Context: an optimization exercise on an open-source flow, tuned for small area, a short achievable clock period and few clock cycles per item. The choices shown serve that exercise and are no tape-out recipe.
RTL that was checked went through simulation tests only; none was proved equivalent to the original.
Power is estimated from default activity; no workload was simulated.

==> run a: inputs <==
// Rsa256Core
module Rsa256Core (
  input          i_clk,
  input          i_rst,
  input          i_start,
  input  [255:0] i_a,
  input  [255:0] i_d,
  input  [255:0] i_n,
  output [255:0] o_a_pow_d,
  output         o_finished
);
clock: 16.0 ns
lec_check: 0
cap_margin: 20
core_margin: 2
core_utilization: 40
setup_slack_margin: 0.5
slew_margin: 20
synth_hierarchical: 1
standard.sh (not shown) runs the stock make flow with config.mk's settings and CLKGATE_MAP_FILE= SYNTH_SCRIPT=/design/flow/synth_recipe.tcl, a recipe that flattens the netlist after the stock synthesis.
==> flow/flow/run.sh <==
#!/bin/bash
# Own layout flow: the standard synthesis, then the standard ORFS layout steps with
# repair_timing aiming for extra setup slack (the clock and constraints are unchanged).
set -uo pipefail
KNOBS=$(cat flow/knobs.txt 2>/dev/null || echo "SETUP_SLACK_MARGIN=10")
[[ -f flow/env.sh ]] && source flow/env.sh
bash standard.sh synth > synth.log 2>&1 || { tail -50 synth.log; exit 1; }
bash standard.sh $KNOBS finish > layout.log 2>&1 || { tail -50 layout.log; exit 1; }
==> flow/flow/env.sh <==
export BUFFER_PORTS_ARGS="-buffer_cell sky130_fd_sc_hd__buf_4"
==> flow/flow/knobs.txt <==
SETUP_SLACK_MARGIN=11.5 SLEW_MARGIN=40
==> run b: changes against run a <==
==> flow/flow/knobs.txt (replaced) <==
SETUP_SLACK_MARGIN=11 SLEW_MARGIN=30
==> results.json <==
{
  "crit_family": "flip-flops",
  "fin_total_pwr_mw": 18.7,
  "cp_data_required_time_ns": 12.80,
  "wl_met3_um": 163000,
  "nClkBuffers": 262,
  "p_seq_mw": 5.56,
  "status": "complete, no violations",
  "insertion_delay_ns": 1.06,
  "wl_per_cell_um": 39.4,
  "multi_input_area_um2": 158000
}
(the above is from run a)
==> results.json <==
{
  "highest_layer": "met5",
  "wl_per_cell_um": 35.3,
  "nClkBuffers": 269,
  "wl_met2_um": 381000,
  "crit_family": "compound AO/OA/AOI/OAI gates",
  "post-route-util_pct": 44.1,
  "status": "complete, no violations",
  "cp_data_required_time_ns": 16.83,
  "multi_input_area_um2": 154000,
  "ctsResizeCount": 512,
  "insertion_delay_ns": 0.98,
  "wl_met3_um": 120000,
  "p_seq_mw": 5.68,
  "multi_input_gates": 15200,
  "fin_total_pwr_mw": 17.9
}
(the above is from run b)
No functional check of the RTL was part of any run of this note.

==> build 52: inputs <==
Rsa256Core, a different RTL version from the one above (not shown whole).
Settings: LEC_CHECK=0, CAP_MARGIN=20, CORE_MARGIN=2, CORE_UTILIZATION=48, SETUP_SLACK_MARGIN=0.5, SLEW_MARGIN=20, SYNTH_HIERARCHICAL=1; clock period 16.0 ns.
==> flow/flow/knobs.txt <==
SETUP_SLACK_MARGIN=11.25 SLEW_MARGIN=50
Scripts as last shown in full above: flow/flow/run.sh, flow/flow/env.sh
==> build 58: changes against build 52 <==
--- a/flow/design.v
+++ b/flow/design.v
@@ -1503,25 +1503,23 @@
   input          i_rst,
   input          i_start,
   input  [255:0] i_a,
   input  [255:0] i_d,
   input  [255:0] i_n,
   output [255:0] o_a_pow_d,
   output         o_finished
 );
-  localparam OP_SQ = 4'd0, OP_MUL1 = 4'd1, OP_MUL3 = 4'd2, OP_PRE = 4'd3, OP_OUT = 4'd4, OP_DONE = 4'd5,
-             OP_FSQ = 4'd6, OP_FMUL = 4'd8, OP_GOSCAN = 4'd9, OP_NONE = 4'd15;
-  reg         st_idle, st_cl, st_ca, st_scan, st_setup, st_mont, st_sh;
+  localparam OP_SQ = 3'd0, OP_MUL1 = 3'd1, OP_MUL3 = 3'd2, OP_PRE = 3'd3, OP_OUT = 3'd4, OP_DONE = 3'd5,
+             OP_NONE = 3'd7;
+  reg         st_idle, st_cl, st_ca, st_scan, st_setup, st_mont;
   reg         ph_in, ph_nt, ph_fr;
   reg         fin_r;
-  reg  [3:0]  op;           
-  reg  [3:0]  mulpend;      
-  reg         fast, fpend, wr_a;
-  reg  [1:0]  fcnt;
+  reg  [2:0]  op;           
+  reg  [2:0]  mulpend;      
   reg         sqleft;       
   reg         pre_bit;      
   reg         wr_a3;        
   reg         keepb;        
   reg         first;        
   reg  [8:0]  cnt;
   reg         last;         
   reg  [8:0]  idx;          
@@ -6491,132 +6489,115 @@
   assign Vsn[287] = 1'b1;
   assign Vcn[287] = 1'b1;
   wire [303:0] xsb = {33'd0, B};
   wire [303:0] xsa = {33'd0, A};
   wire [7:0] dfb = xsb[didx * 8 +: 8];
   wire [7:0] dfa = xsa[didx * 8 +: 8];
   wire [303:0] xs3 = {33'd0, A3};
   wire [7:0] df3 = xs3[didx * 8 +: 8];
-  reg src_b, src_a, src_a3;
-  always @(posedge i_clk) begin
-    src_b <= (op == OP_SQ) || (op == OP_FSQ);
-    src_a <= (op == OP_MUL1) || (op == OP_PRE) || (op == OP_FMUL);
-    src_a3 <= (op == OP_MUL3);
-  end
-  wire [7:0] dfetch = src_b ? dfb : src_a ? dfa : src_a3 ? df3 : 8'd0;
+  wire [7:0] dfetch = (op == OP_SQ) ? dfb : (op == OP_MUL1 || op == OP_PRE) ? dfa : (op == OP_MUL3) ? df3 : 8'd0;
   wire [23:0] lowP = ~Sn[23:0] + ~Cn[23:0] + {23'd0, ~cinn};
   wire [23:0] bnew = (first || keepb) ? B[23:0] : lowP;
-  wire [23:0] dfirst = (op == OP_SQ || op == OP_FSQ) ? bnew : (op == OP_MUL1 || op == OP_PRE || op == OP_FMUL) ? A[23:0] :
+  wire [23:0] dfirst = (op == OP_SQ) ? bnew : (op == OP_MUL1 || op == OP_PRE) ? A[23:0] :
                             (op == OP_MUL3) ? A3[23:0] : 24'd1;
   rsa_mulcs u_m0 (.a(dfirst[7:0]), .b(bnew[7:0]), .sn(m0sn), .cn(m0cn));
   wire mont_last = st_mont && (cnt == 34);
-  wire [270:0] aext = {15'd0, (st_idle && i_n[255]) ? {1'b1, 255'd0} : i_a};
-  wire scan_done = st_scan && scan_ph && (fpend || dbit || idx == 9'd0);
-  wire d_zero = st_scan && scan_ph && !fpend && !dbit && idx == 9'd0;
+  wire scan_done = st_scan && scan_ph && (dbit || idx == 9'd0);
+  wire d_zero = st_scan && scan_ph && !dbit && idx == 9'd0;
   wire win11 = dbit && dbit1 && idx != 9'd0;
   wire nt_first = ph_nt && (cnt == 0);
   wire nmbit = npr[13];
   wire [279:0] nz = {24'd0, i_n};
   wire [279:0] n2 = {23'd0, i_n, 1'b0};
   wire [279:0] creg = (nz ^ {280{~sgn}}) | {279'd0, 1'b1};
   wire [279:0] cconv = ph_nt ? (nz & {280{nmbit}}) : last ? (n2 & {280{sgn}}) : creg;
   wire [279:0] sconv = ph_nt ? (nt_first ? 280'd0 : {9'd0, NT, 1'b0}) : {8'd0, A, 1'b0};
   always @(posedge i_clk or posedge i_rst) begin
     if (i_rst) begin
-      st_idle <= 1'b1; st_sh <= 1'b0; st_cl <= 1'b0; st_ca <= 1'b0; st_scan <= 1'b0; st_setup <= 1'b0; st_mont <= 1'b0;
+      st_idle <= 1'b1; st_cl <= 1'b0; st_ca <= 1'b0; st_scan <= 1'b0; st_setup <= 1'b0; st_mont <= 1'b0;
       ph_in <= 1'b0; ph_nt <= 1'b0; ph_fr <= 1'b0;
       fin_r <= 1'b0;
     end else begin
       fin_r <= st_ca && ph_fr && last;
       st_idle <= (st_idle && !i_start) || (st_ca && ph_fr && last);
-      st_cl <= (st_idle && i_start) || (st_ca && !(ph_fr && last) && !(ph_nt && last)) || st_sh;
-      st_sh <= st_setup && op == OP_DONE;
+      st_cl <= (st_idle && i_start) || (st_ca && !(ph_fr && last) && !(ph_nt && last)) || (st_setup && op == OP_DONE);
       st_ca <= st_cl;
-      st_scan <= (st_ca && ph_nt && last) || (st_scan && !scan_done) || (st_setup && op == OP_GOSCAN);
+      st_scan <= (st_ca && ph_nt && last) || (st_scan && !scan_done);
       st_setup <= scan_done || mont_last;
-      st_mont <= (st_setup && op != OP_DONE && op != OP_GOSCAN) || (st_mont && !mont_last);
+      st_mont <= (st_setup && op != OP_DONE) || (st_mont && !mont_last);
       if (st_idle && i_start) ph_in <= 1'b1;
       if (st_ca && ph_in && last) begin ph_in <= 1'b0; ph_nt <= 1'b1; end
       if (st_ca && ph_nt && last) ph_nt <= 1'b0;
       if (st_setup && op == OP_DONE) ph_fr <= 1'b1;
       if (st_ca && ph_fr && last) ph_fr <= 1'b0;
     end
   end
-  wire a_en = st_idle || (st_ca && !ph_nt) || (st_setup && (op == OP_DONE || wr_a)) || st_sh || (st_mont && op == OP_FSQ);
-  wire [270:0] a_alt = st_sh ? (A >> 14) : aext;
-  always @(posedge i_clk) if (a_en) A <= (st_ca || st_setup) ? P : a_alt;
   always @(posedge i_clk) begin
     d_l1 <= dpad[{idx[7:4], 4'd0} +: 17];
     if (st_idle) begin
-      fast <= i_n[255];
-      fpend <= i_n[255];
-      wr_a <= 1'b0;
+      A <= {15'd0, i_a};
       sgn <= 1'b0;
       cnt <= 0;
       last <= 1'b0;
       idx <= 9'd255;
       scan_ph <= 1'b0;
       F <= 0;
       nu <= i_n[14:1];
       nlo <= i_n[13:0];
       npr <= {1'b1, 13'd0};
     end
     if (st_ca) begin
       sgn <= P[270];
+      if (!ph_nt) A <= P;
       if (ph_nt) NT <= P[269:0];
       if (ph_fr) F <= F << 1;
       cnt <= last ? 0 : cnt + 1'b1;
-      last <= ph_in ? (cnt == (fast ? 32 : 270)) : ph_nt ? (cnt == 12) : (cnt == 13);
+      last <= ph_in ? (cnt == 270) : ph_nt ? (cnt == 12) : (cnt == 13);
       if (last && !ph_nt) B <= P;
       if (ph_in && cnt < 13) begin
         npr <= {~nu[0], npr[13:1]};
         nu <= ({1'b0, nu} + (nu[0] ? 15'd0 : {1'b0, nlo})) >> 1;
       end
       if (ph_nt) npr <= npr << 1;
     end
     if (st_scan) begin
       hcorr <= NT[15:14] + 1'b1;
       scan_ph <= ~scan_ph;
       first <= 1'b1;
       wr_a3 <= 1'b0;
       keepb <= 1'b0;
       if (scan_ph) begin
-        if (fpend) begin
-          op <= OP_FSQ;
-          fcnt <= 2'd3;
-          fpend <= 1'b0;
-        end else if (dbit) begin
+        if (dbit) begin
           op <= (idx == 9'd0) ? OP_OUT : OP_SQ;
           mulpend <= OP_PRE;
           sqleft <= 1'b0;
           pre_bit <= dbit1;
           idx <= idx - 9'd2;
         end else if (idx == 9'd0) begin
           op <= OP_DONE; first <= 1'b0;
         end else idx <= idx - 9'd1;
       end
     end
     if (st_setup) begin
       cnt <= 0;
       first <= 1'b0;
       if (!first && !keepb) B <= P;
       if (wr_a3) A3 <= P;
       wr_a3 <= 1'b0;
-      wr_a <= 1'b0;
-      if (op == OP_GOSCAN) scan_ph <= 1'b0;
       keepb <= 1'b0;
       dig <= dfirst[7:0];
       dign <= dfirst[15:8];
       dnx <= dfirst[23:16];
       didx <= 7'd3;
       dBsn <= m0sn;
       dBcn <= m0cn;
       q <= 0;
       if (op == OP_DONE) begin
+        A <= P >> 14;
         F <= P[13:0];
         sgn <= 1'b0;
         last <= 1'b0;
       end
     end
     if (st_mont) begin
       cnt <= cnt + 1'b1;
       dig <= dign;
@@ -6624,22 +6605,17 @@
       dnx <= dfetch;
       didx <= didx + 7'd1;
       dBsn <= mmsn;
       dBcn <= mmcn;
       q <= qnext;
       if (cnt == 34) begin
         wr_a3 <= (op == OP_PRE);
         keepb <= (op == OP_PRE) && !pre_bit;
-        if (op == OP_FSQ) begin
-          if (fcnt != 2'd0) fcnt <= fcnt - 2'd1;
-          else op <= OP_FMUL;
-        end
-        else if (op == OP_FMUL) begin op <= OP_GOSCAN; wr_a <= 1'b1; end
-        else if (op == OP_OUT) op <= OP_DONE;
+        if (op == OP_OUT) op <= OP_DONE;
         else if (op == OP_SQ && sqleft) sqleft <= 1'b0;
         else if (op == OP_SQ && mulpend != OP_NONE) begin op <= mulpend; mulpend <= OP_NONE; end
         else if (idx[8]) op <= OP_OUT;
         else begin
           op <= OP_SQ;
           sqleft <= win11;
           mulpend <= !dbit ? OP_NONE : win11 ? OP_MUL3 : OP_MUL1;
           idx <= idx - (win11 ? 9'd2 : 9'd1);
==> flow/flow/knobs.txt (replaced) <==
SETUP_SLACK_MARGIN=11.25 SLEW_MARGIN=40
CTS_CLUSTER_DIAMETER = 80   (was default)
CTS_CLUSTER_SIZE = 30   (was default)
==> build 28: changes against build 52 <==
--- a/flow/design.v
+++ b/flow/design.v
@@ -1505,17 +1505,17 @@
   input  [255:0] i_a,
   input  [255:0] i_d,
   input  [255:0] i_n,
   output [255:0] o_a_pow_d,
   output         o_finished
 );
   localparam OP_SQ = 4'd0, OP_MUL1 = 4'd1, OP_MUL3 = 4'd2, OP_PRE = 4'd3, OP_OUT = 4'd4, OP_DONE = 4'd5,
              OP_FSQ = 4'd6, OP_FMUL = 4'd8, OP_GOSCAN = 4'd9, OP_NONE = 4'd15;
-  reg         st_idle, st_cl, st_ca, st_scan, st_setup, st_mont, st_sh;
+  reg         st_idle, st_cl, st_ca, st_scan, st_setup, st_mont;
   reg         ph_in, ph_nt, ph_fr;
   reg         fin_r;
   reg  [3:0]  op;           
   reg  [3:0]  mulpend;      
   reg         fast, fpend, wr_a;
   reg  [1:0]  fcnt;
   reg         sqleft;       
   reg         pre_bit;      
@@ -6491,23 +6491,18 @@
   assign Vsn[287] = 1'b1;
   assign Vcn[287] = 1'b1;
   wire [303:0] xsb = {33'd0, B};
   wire [303:0] xsa = {33'd0, A};
   wire [7:0] dfb = xsb[didx * 8 +: 8];
   wire [7:0] dfa = xsa[didx * 8 +: 8];
   wire [303:0] xs3 = {33'd0, A3};
   wire [7:0] df3 = xs3[didx * 8 +: 8];
-  reg src_b, src_a, src_a3;
-  always @(posedge i_clk) begin
-    src_b <= (op == OP_SQ) || (op == OP_FSQ);
-    src_a <= (op == OP_MUL1) || (op == OP_PRE) || (op == OP_FMUL);
-    src_a3 <= (op == OP_MUL3);
-  end
-  wire [7:0] dfetch = src_b ? dfb : src_a ? dfa : src_a3 ? df3 : 8'd0;
+  wire [7:0] dfetch = (op == OP_SQ || op == OP_FSQ) ? dfb : (op == OP_MUL1 || op == OP_PRE || op == OP_FMUL) ? dfa :
+                         (op == OP_MUL3) ? df3 : 8'd0;
   wire [23:0] lowP = ~Sn[23:0] + ~Cn[23:0] + {23'd0, ~cinn};
   wire [23:0] bnew = (first || keepb) ? B[23:0] : lowP;
   wire [23:0] dfirst = (op == OP_SQ || op == OP_FSQ) ? bnew : (op == OP_MUL1 || op == OP_PRE || op == OP_FMUL) ? A[23:0] :
                             (op == OP_MUL3) ? A3[23:0] : 24'd1;
   rsa_mulcs u_m0 (.a(dfirst[7:0]), .b(bnew[7:0]), .sn(m0sn), .cn(m0cn));
   wire mont_last = st_mont && (cnt == 34);
   wire [270:0] aext = {15'd0, (st_idle && i_n[255]) ? {1'b1, 255'd0} : i_a};
   wire scan_done = st_scan && scan_ph && (fpend || dbit || idx == 9'd0);
@@ -6517,56 +6512,54 @@
   wire nmbit = npr[13];
   wire [279:0] nz = {24'd0, i_n};
   wire [279:0] n2 = {23'd0, i_n, 1'b0};
   wire [279:0] creg = (nz ^ {280{~sgn}}) | {279'd0, 1'b1};
   wire [279:0] cconv = ph_nt ? (nz & {280{nmbit}}) : last ? (n2 & {280{sgn}}) : creg;
   wire [279:0] sconv = ph_nt ? (nt_first ? 280'd0 : {9'd0, NT, 1'b0}) : {8'd0, A, 1'b0};
   always @(posedge i_clk or posedge i_rst) begin
     if (i_rst) begin
-      st_idle <= 1'b1; st_sh <= 1'b0; st_cl <= 1'b0; st_ca <= 1'b0; st_scan <= 1'b0; st_setup <= 1'b0; st_mont <= 1'b0;
+      st_idle <= 1'b1; st_cl <= 1'b0; st_ca <= 1'b0; st_scan <= 1'b0; st_setup <= 1'b0; st_mont <= 1'b0;
       ph_in <= 1'b0; ph_nt <= 1'b0; ph_fr <= 1'b0;
       fin_r <= 1'b0;
     end else begin
       fin_r <= st_ca && ph_fr && last;
       st_idle <= (st_idle && !i_start) || (st_ca && ph_fr && last);
-      st_cl <= (st_idle && i_start) || (st_ca && !(ph_fr && last) && !(ph_nt && last)) || st_sh;
-      st_sh <= st_setup && op == OP_DONE;
+      st_cl <= (st_idle && i_start) || (st_ca && !(ph_fr && last) && !(ph_nt && last)) || (st_setup && op == OP_DONE);
       st_ca <= st_cl;
       st_scan <= (st_ca && ph_nt && last) || (st_scan && !scan_done) || (st_setup && op == OP_GOSCAN);
       st_setup <= scan_done || mont_last;
       st_mont <= (st_setup && op != OP_DONE && op != OP_GOSCAN) || (st_mont && !mont_last);
       if (st_idle && i_start) ph_in <= 1'b1;
       if (st_ca && ph_in && last) begin ph_in <= 1'b0; ph_nt <= 1'b1; end
       if (st_ca && ph_nt && last) ph_nt <= 1'b0;
       if (st_setup && op == OP_DONE) ph_fr <= 1'b1;
       if (st_ca && ph_fr && last) ph_fr <= 1'b0;
     end
   end
-  wire a_en = st_idle || (st_ca && !ph_nt) || (st_setup && (op == OP_DONE || wr_a)) || st_sh || (st_mont && op == OP_FSQ);
-  wire [270:0] a_alt = st_sh ? (A >> 14) : aext;
-  always @(posedge i_clk) if (a_en) A <= (st_ca || st_setup) ? P : a_alt;
   always @(posedge i_clk) begin
     d_l1 <= dpad[{idx[7:4], 4'd0} +: 17];
     if (st_idle) begin
       fast <= i_n[255];
       fpend <= i_n[255];
       wr_a <= 1'b0;
+      A <= aext;
       sgn <= 1'b0;
       cnt <= 0;
       last <= 1'b0;
       idx <= 9'd255;
       scan_ph <= 1'b0;
       F <= 0;
       nu <= i_n[14:1];
       nlo <= i_n[13:0];
       npr <= {1'b1, 13'd0};
     end
     if (st_ca) begin
       sgn <= P[270];
+      if (!ph_nt) A <= P;
       if (ph_nt) NT <= P[269:0];
       if (ph_fr) F <= F << 1;
       cnt <= last ? 0 : cnt + 1'b1;
       last <= ph_in ? (cnt == (fast ? 32 : 270)) : ph_nt ? (cnt == 12) : (cnt == 13);
       if (last && !ph_nt) B <= P;
       if (ph_in && cnt < 13) begin
         npr <= {~nu[0], npr[13:1]};
         nu <= ({1'b0, nu} + (nu[0] ? 15'd0 : {1'b0, nlo})) >> 1;
@@ -6596,41 +6589,44 @@
       end
     end
     if (st_setup) begin
       cnt <= 0;
       first <= 1'b0;
       if (!first && !keepb) B <= P;
       if (wr_a3) A3 <= P;
       wr_a3 <= 1'b0;
+      if (wr_a) A <= P;
       wr_a <= 1'b0;
       if (op == OP_GOSCAN) scan_ph <= 1'b0;
       keepb <= 1'b0;
       dig <= dfirst[7:0];
       dign <= dfirst[15:8];
       dnx <= dfirst[23:16];
       didx <= 7'd3;
       dBsn <= m0sn;
       dBcn <= m0cn;
       q <= 0;
       if (op == OP_DONE) begin
+        A <= P >> 14;
         F <= P[13:0];
         sgn <= 1'b0;
         last <= 1'b0;
       end
     end
     if (st_mont) begin
       cnt <= cnt + 1'b1;
       dig <= dign;
       dign <= dnx;
       dnx <= dfetch;
       didx <= didx + 7'd1;
       dBsn <= mmsn;
       dBcn <= mmcn;
       q <= qnext;
+      if (op == OP_FSQ) A <= aext;
       if (cnt == 34) begin
         wr_a3 <= (op == OP_PRE);
         keepb <= (op == OP_PRE) && !pre_bit;
         if (op == OP_FSQ) begin
           if (fcnt != 2'd0) fcnt <= fcnt - 2'd1;
           else op <= OP_FMUL;
         end
         else if (op == OP_FMUL) begin op <= OP_GOSCAN; wr_a <= 1'b1; end
==> flow/flow/knobs.txt (replaced) <==
SETUP_SLACK_MARGIN=11.25 SLEW_MARGIN=40
==> qor summary <==
Initial antenna violation count: build 58 69; build 52 65; build 28 145
Status: build 58 finished clean; build 52 finished clean; build 28 finished clean
Netlist area before placement: build 58 206300 um2; build 52 206700 um2; build 28 207300 um2
Fraction of final layout cells with drive strength greater than 1: build 58 0.1635; build 52 0.1706; build 28 0.1735
Placed inst area: build 58 215700 um2; build 52 216800 um2; build 28 217000 um2
Post-layout utilization of the core: build 58 0.5366; build 52 0.5431; build 28 0.5446
Arrival time at the worst endpoint: build 58 5.65 ns; build 52 1.62 ns; build 28 5.75 ns
Global Route met2 Usage: build 58 0.5889; build 52 0.5935; build 28 0.6230
Slowest Stage Delay on Critical Path: build 58 0.56 ns; build 52 0.37 ns; build 28 0.56 ns
Number of well taps: build 58 5687; build 52 5687; build 28 5710
First-pass detailed-route iteration total: build 58 8; build 52 7; build 28 13
Power attributed to the clock group: build 58 4460 uW; build 52 5510 uW; build 28 5480 uW
Endpoint required time on the critical path: build 58 16.81 ns; build 52 12.80 ns; build 28 16.86 ns
Combinational power: build 58 6970 uW; build 52 9600 uW; build 28 11700 uW
Core Box Area: build 58 427600 um2; build 52 427900 um2; build 28 430300 um2
Critical-path top delay cell: build 58 sky130_fd_sc_hd__fa_1; build 52 sky130_fd_sc_hd__dfxtp_2; build 28 sky130_fd_sc_hd__nor4_2
Initial core utilization: build 58 0.4825; build 52 0.4830; build 28 0.4818
Worst slack on hold paths: build 58 0.4316 ns; build 52 0.4657 ns; build 28 0.4372 ns
Die area: build 58 435100 um2; build 52 435900 um2; build 28 437100 um2
Critical Setup Path Class: build 58 flop to flop; build 52 flop to output port; build 28 flop to flop
Count of flip-flops and latches: build 58 1813; build 52 1824; build 28 1820
Register-to-register setup slack: build 58 11.16 ns; build 52 11.27 ns; build 28 11.11 ns
Violation count after the first detailed-routing iteration: build 58 20370; build 52 20120; build 28 23910
Post-placement worst setup slack: build 58 10.02 ns; build 52 10.11 ns; build 28 9.469 ns
Testbench counts of build 52, summed over its fixed seeds: cycles 302,996, ops 24.
Testbench counts of build 58, summed over its fixed seeds: cycles 310,004, ops 24.
The RTL of build 28 was laid out without a check of its function.

## static timing again, ports no longer ideal
No port has a modelled driver above. Below, the same layouts with a new extraction and two added sets of constraints. Step 1: set_driving_cell puts a clkbuf_16 on i_clk and a buf_2 on each other input, an assumption about the parent block. Step 2 also shifts input and output timing later by t, the mid clock arrival at the registers, as if the neighbouring blocks saw the same clock. a / b / c = ideal / step 1 / step 2; a / b = the first two.
run | shift t [ns] | setup WS [ns] | worst setup path at the end | latest minus earliest clock arrival (ns) | cell pins on the clock port's net
run a | 1.108 | 11.066 / 10.955 / 11.006 | input to register | 0.133 / 0.134 | 1
run b | 1.040 | 10.941 / 10.855 / 10.941 | register to register | 0.119 / 0.119 | 1
build 52 | 1.086 | 11.181 / 11.053 / 10.208 | input to register | 0.125 / 0.124 | 1
build 58 | 1.071 | 11.160 / 11.036 / 11.143 | input to register | 0.083 / 0.083 | 1
build 28 | 1.129 | 11.108 / 11.002 / 10.364 | input to register | 0.133 / 0.133 | 1
After both steps setup and hold are still met in every run listed. For build 52, which loses most, drivers alone change the setup slack by -0.128 ns; drivers and shift together by -0.973 ns.
